What follows belongs to an exercise in optimizing a design on an open flow for small area; a production flow would make more cautious choices. The RTL was checked by simulation tests, not by an equivalence proof against the original design.

==> job 7493 <==
Design cordic_pipeline, start of the top module:
module cordic_pipeline(clk, x0, y0, z0, out_x, out_y, out_z);
==> flow/config.mk <==
export PLATFORM = sky130hd
export DESIGN_NAME = cordic_pipeline
export DESIGN_NICKNAME = cordic_pipeline
export VERILOG_FILES = /design/flow/design.v
export SDC_FILE = /design/flow/constraint.sdc
export NUM_CORES = 4
export LEC_CHECK = 0
export CAP_MARGIN = 20
export CORE_MARGIN = 2
export CORE_UTILIZATION = 40
export CTS_BUF_LIST = sky130_fd_sc_hd__clkbuf_8
export CTS_CLUSTER_DIAMETER = 60
export CTS_CLUSTER_SIZE = 20
export SLEW_MARGIN = 20
==> flow/constraint.sdc <==
create_clock -name core_clock -period 4.0 [get_ports {clk}]
set_input_delay 0.8000 -clock core_clock [delete_from_list [all_inputs] [get_ports {clk}]]
set_output_delay 0.8000 -clock core_clock [all_outputs]
set_load 0.01 [all_outputs]
standard.sh (not shown) runs the stock make flow with config.mk's settings and CLKGATE_MAP_FILE= SYNTH_SCRIPT=/design/flow/synth_recipe.tcl, a recipe that flattens the netlist after the stock synthesis.
==> flow/flow/run.sh <==
#!/bin/bash
# Own layout flow: the standard synthesis, then a netlist clean-up that pushes inverters
# through full adders and xor/xnor cells (flow/invopt.py; registers and ports untouched),
# then the standard layout with smaller port buffers.
set -euo pipefail
R=orfs/results/${FLOW_PLATFORM}/cordic_pipeline/base
bash standard.sh synth > synth.log 2>&1
cp $R/1_2_yosys.v synth_netlist.v
python3 flow/invopt.py synth_netlist.v $R/1_2_yosys.v > invopt.log 2>&1
rm -f $R/1_synth.odb $R/1_synth.sdc
bash standard.sh BUFFER_PORTS_ARGS="-buffer_cell sky130_fd_sc_hd__buf_2" finish > layout.log 2>&1
Other scripts of this flow, unchanged in this note and not shown: flow/flow/invopt.py
==> job 7467 (differences from job 7493) <==
Settings changed: CORE_UTILIZATION 40 to 70, PLACE_DENSITY from default to 0.8.
==> job 3666 (differences from job 7493) <==
Settings changed: CORE_UTILIZATION 40 to 80, PLACE_DENSITY from default to 0.9.
==> results.txt <==
Die Outline Area: job 7493 68500 µm²; job 3666 34700 µm²; job 7467 39500 µm²
Fill cell instance count of the final layout: job 7493 6034; job 3666 1560; job 7467 2531
Met2 capacity usage during global routing: job 7493 0.252; job 3666 0.537; job 7467 0.424
Met1 routing resource usage after global routing: job 7493 0.131; job 3666 0.321; job 7467 0.262
Run status: job 7493 finished clean; job 3666 finished clean; job 7467 finished clean
Number of antenna violations at the first check in global routing: job 7493 1; job 3666 0; job 7467 0
Tap cell count: job 7493 864; job 3666 442; job 7467 511
Design area: job 7493 28800 µm²; job 3666 28000 µm²; job 7467 28100 µm²
Per-cell routed wire length: job 7493 13.1 µm; job 3666 17.1 µm; job 7467 15.0 µm
Fraction of area in multi-input gates: job 7493 0.471; job 3666 0.482; job 7467 0.482

========
==> inputs of job 8791 <==
cordic_pipeline, a different RTL version from the one above (not shown whole).
## cordic_pipeline
module cordic_pipeline(clk, x0, y0, z0, out_x, out_y, out_z);
export LEC_CHECK = 0
export CAP_MARGIN = 20
export CORE_MARGIN = 2
export CORE_UTILIZATION = 70
export CTS_BUF_LIST = sky130_fd_sc_hd__clkbuf_8
export CTS_CLUSTER_DIAMETER = 60
export CTS_CLUSTER_SIZE = 20
export PLACE_DENSITY = 0.8
export SLEW_MARGIN = 20
create_clock -name core_clock -period 4.0 [get_ports {clk}]
==> flow/flow/run.sh <==
#!/bin/bash
# Own layout flow: the standard synthesis, then a netlist clean-up that pushes inverters
# through full adders and xor/xnor cells (flow/invopt.py; registers and ports untouched),
# then the standard layout with smaller port buffers.
set -euo pipefail
R=orfs/results/${FLOW_PLATFORM}/cordic_pipeline/base
bash standard.sh synth > synth.log 2>&1
cp $R/1_2_yosys.v synth_netlist.v
python3 flow/invopt.py synth_netlist.v $R/1_2_yosys.v > invopt.log 2>&1
rm -f $R/1_synth.odb $R/1_synth.sdc
bash standard.sh BUFFER_PORTS_ARGS="-buffer_cell sky130_fd_sc_hd__buf_1" finish > layout.log 2>&1
Other scripts of this flow, unchanged in this note and not shown: flow/flow/invopt.py
==> job 2923 (differences from job 8791) <==
--- a/flow/flow/run.sh
+++ b/flow/flow/run.sh
@@ -10,2 +10,2 @@
 rm -f $R/1_synth.odb $R/1_synth.sdc
-bash standard.sh BUFFER_PORTS_ARGS="-buffer_cell sky130_fd_sc_hd__buf_1" finish > layout.log 2>&1
+bash standard.sh BUFFER_PORTS_ARGS="-buffer_cell sky130_fd_sc_hd__buf_2" finish > layout.log 2>&1
- CTS_BUF_LIST: sky130_fd_sc_hd__clkbuf_8 -> sky130_fd_sc_hd__clkbuf_2 sky130_fd_sc_hd__clkbuf_4
- CTS_CLUSTER_DIAMETER: 60 -> 30
- CTS_CLUSTER_SIZE: 20 -> 8
==> job 2970 (differences from job 8791) <==
--- a/flow/flow/run.sh
+++ b/flow/flow/run.sh
@@ -10,2 +10,2 @@
 rm -f $R/1_synth.odb $R/1_synth.sdc
-bash standard.sh BUFFER_PORTS_ARGS="-buffer_cell sky130_fd_sc_hd__buf_1" finish > layout.log 2>&1
+bash standard.sh BUFFER_PORTS_ARGS="-buffer_cell sky130_fd_sc_hd__buf_2" finish > layout.log 2>&1
==> job 708 (differences from job 8791) <==
--- a/flow/flow/run.sh
+++ b/flow/flow/run.sh
@@ -10,2 +10,2 @@
 rm -f $R/1_synth.odb $R/1_synth.sdc
-bash standard.sh BUFFER_PORTS_ARGS="-buffer_cell sky130_fd_sc_hd__buf_1" finish > layout.log 2>&1
+bash standard.sh BUFFER_PORTS_ARGS="-buffer_cell sky130_fd_sc_hd__buf_2" finish > layout.log 2>&1
- CTS_BUF_LIST: sky130_fd_sc_hd__clkbuf_8 -> sky130_fd_sc_hd__clkbuf_4
- CTS_CLUSTER_DIAMETER: 60 -> 40
- CTS_CLUSTER_SIZE: 20 -> 12
==> results.txt <==
                                                                                 job 708             job 2923               job 2970               job 8791
Met1 Use GR                                                                        0.182                0.184                  0.182                  0.182
Clock H-tree levels                                                                    3                    3                      2                      2
Multi-input logic portion of the cell area                                         0.459                0.450                  0.461                  0.465
Total placed instance area                                                    26000 um^2           26000 um^2             26000 um^2             25900 um^2
Post-route non-filler standard cell count                                           2571                 2633                   2518                   2517
Data arrival at the endpoint of the critical path                                4.47 ns              4.51 ns                4.36 ns                4.42 ns
Final core occ                                                                     0.762                0.777                  0.758                  0.753
End of the worst register-to-register path                         y10_q_1410_r1$_DFF_P_  y0_s_302_r1$_DFF_P_  y10_q_1410_r1$_DFF_P_  y10_q_1410_r1$_DFF_P_
Clock buffer count                                                                    79                  120                     47                     44
Status                                                                    finished clean       finished clean         finished clean         finished clean
Relative area change from synthesis to final layout                                7.28%                9.47%                  6.67%                  6.09%
Antenna violations before repair                                                       1                    2                      0                      0
Slack of the worst reg-to-reg path                                               0.15 ns              0.15 ns                0.15 ns                0.11 ns
Time the worst path needs with I/O delays and setup                              3.85 ns              3.85 ns                3.85 ns                3.89 ns
# fillers                                                                           2317                 2239                   2322                   2304
Fraction of final layout cells with drive strength greater than 1                  0.136                0.154                  0.115                 0.0691
Vias in the first global route                                                     14100                14500                  13800                  13900

========
==> job 4816: inputs <==
cordic_pipeline again, from the RTL that the note above started with.
clock: 4.0 ns
lec_check: 0
cap_margin: 5
core_margin: 2
core_utilization: 70
cts_buf_list: sky130_fd_sc_hd__clkbuf_8
cts_cluster_diameter: 60
cts_cluster_size: 20
place_density: 0.8
slew_margin: 5
==> flow/flow/run.sh <==
#!/bin/bash
# Own layout flow: the standard synthesis, then a netlist clean-up that pushes inverters
# through full adders and xor/xnor cells (flow/invopt.py; registers and ports untouched),
# then the standard layout with smaller port buffers.
set -euo pipefail
R=orfs/results/${FLOW_PLATFORM}/cordic_pipeline/base
bash standard.sh synth > synth.log 2>&1
cp $R/1_2_yosys.v synth_netlist.v
python3 flow/invopt.py synth_netlist.v $R/1_2_yosys.v > invopt.log 2>&1
rm -f $R/1_synth.odb $R/1_synth.sdc
bash standard.sh BUFFER_PORTS_ARGS="-buffer_cell sky130_fd_sc_hd__buf_1" finish > layout.log 2>&1
Other scripts of this flow, unchanged in this note and not shown: flow/flow/invopt.py
==> inputs of job 3859, as changes to job 4816 <==
CAP_MARGIN = 0   (was 5)
SLEW_MARGIN = 0   (was 5)
==> notes <==
Cell count is the same in job 3859 and job 4816.
In via count, job 3859 and job 4816 do not differ.
In clock skew, job 3859 and job 4816 do not differ.
Area after synthesis is the same in job 4816 and job 3859.
Routed wire length is the same in job 3859 and job 4816.
In non-clock buffer count, job 4816 and job 3859 do not differ.
In maximum frequency, job 4816 and job 3859 do not differ.
Synthesized cell count is the same in job 3859 and job 4816.

========
==> inputs of run a <==
cordic_pipeline with an RTL version that a note above also has.
Settings: LEC_CHECK=0, CAP_MARGIN=20, CORE_MARGIN=2, CORE_UTILIZATION=40, CTS_BUF_LIST=sky130_fd_sc_hd__clkbuf_8 sky130_fd_sc_hd__clkbuf_16, CTS_CLUSTER_DIAMETER=60, CTS_CLUSTER_SIZE=20, SLEW_MARGIN=20; clock period 4.0 ns.
run.sh (not shown) runs the stock make flow with config.mk's settings and CLKGATE_MAP_FILE= SYNTH_SCRIPT=/design/flow/synth_recipe.tcl, a recipe that flattens the netlist after the stock synthesis.
Stock flow here: none of the scripts above is used.
==> run b: changes against run a <==
CTS_BUF_LIST = sky130_fd_sc_hd__clkbuf_8   (was sky130_fd_sc_hd__clkbuf_8 sky130_fd_sc_hd__clkbuf_16)
==> results.sh <==
export IMPL_use_met2_pct=25.1
export IMPL_finalCriticalPeriod_ps=3670
export IMPL_clock_area_share_pct=4.72
export IMPL_sh_seq_area_pct=39.2
export IMPL_track_usage_pct=12.7
export IMPL_dr_total_vias=14573
export IMPL_n_antenna_cell=0
export IMPL_whs_ps=322
export IMPL_tightest_slew_ps=747
export IMPL_status="no timing/DRC/antenna violations"
export IMPL_grt_pass1_wl_microns=72600
export IMPL_grt_pass1_vias=15745
[end of results for run a]
==> results.sh <==
export IMPL_n_antenna_cell=1
export IMPL_grt_pass1_vias=15732
export IMPL_dr_total_vias=14561
export IMPL_sh_seq_area_pct=39.9
export IMPL_finalCriticalPeriod_ps=3690
export IMPL_tightest_slew_ps=746
export IMPL_ys_seq_area_share_pct=43.8
export IMPL_use_met2_pct=25.0
export IMPL_track_usage_pct=12.6
export IMPL_status="no timing/DRC/antenna violations"
export IMPL_clock_area_share_pct=3.11
export IMPL_whs_ps=325
[end of results for run b]

[static timing again, ports no longer ideal]
No port has a modelled driver above. Below, the same layouts with a new extraction and two added sets of constraints. Step 1: set_driving_cell puts a clkbuf_16 on clk and a buf_2 on each other input, an assumption about the parent block. Step 2, shift: input delay + t, output delay - t, t = (earliest + latest rising clock arrival at the registers) / 2. This alone moves slack from input paths to output paths. Slacks: no drivers / after step 1 / after step 2; pairs: no drivers / after step 1.
run	t, ns	slack for setup (ns)	hold slack, ns	worst slew at a driven data input, ns	cell pins on the clock port's net
job 7493	0.681	0.250 / 0.250 / 0.250	0.253 / 0.219 / 0.332	0.04	1
job 7467	0.685	0.203 / 0.203 / 0.203	0.252 / 0.222 / 0.331	0.04	1
job 3666	0.625	0.194 / 0.194 / 0.194	0.320 / 0.294 / 0.335	0.04	1
job 8791	0.665	0.109 / 0.109 / 0.109	0.267 / 0.240 / 0.330	0.03	1
job 2923	0.831	0.153 / 0.153 / 0.153	0.102 / 0.074 / 0.307	0.04	1
job 2970	0.669	0.148 / 0.148 / 0.148	0.263 / 0.232 / 0.326	0.04	1
job 708	0.784	0.149 / 0.149 / 0.149	0.151 / 0.124 / 0.327	0.04	1
job 4816	0.665	0.109 / 0.109 / 0.109	0.267 / 0.240 / 0.330	0.03	1
job 3859	0.665	0.109 / 0.109 / 0.109	0.267 / 0.240 / 0.330	0.03	1
run a	0.631	0.329 / 0.271 / 0.343	0.322 / 0.322 / 0.322	0.04	1
run b	0.689	0.308 / 0.251 / 0.347	0.325 / 0.325 / 0.325	0.04	1
After both steps every run listed still meets setup and hold.
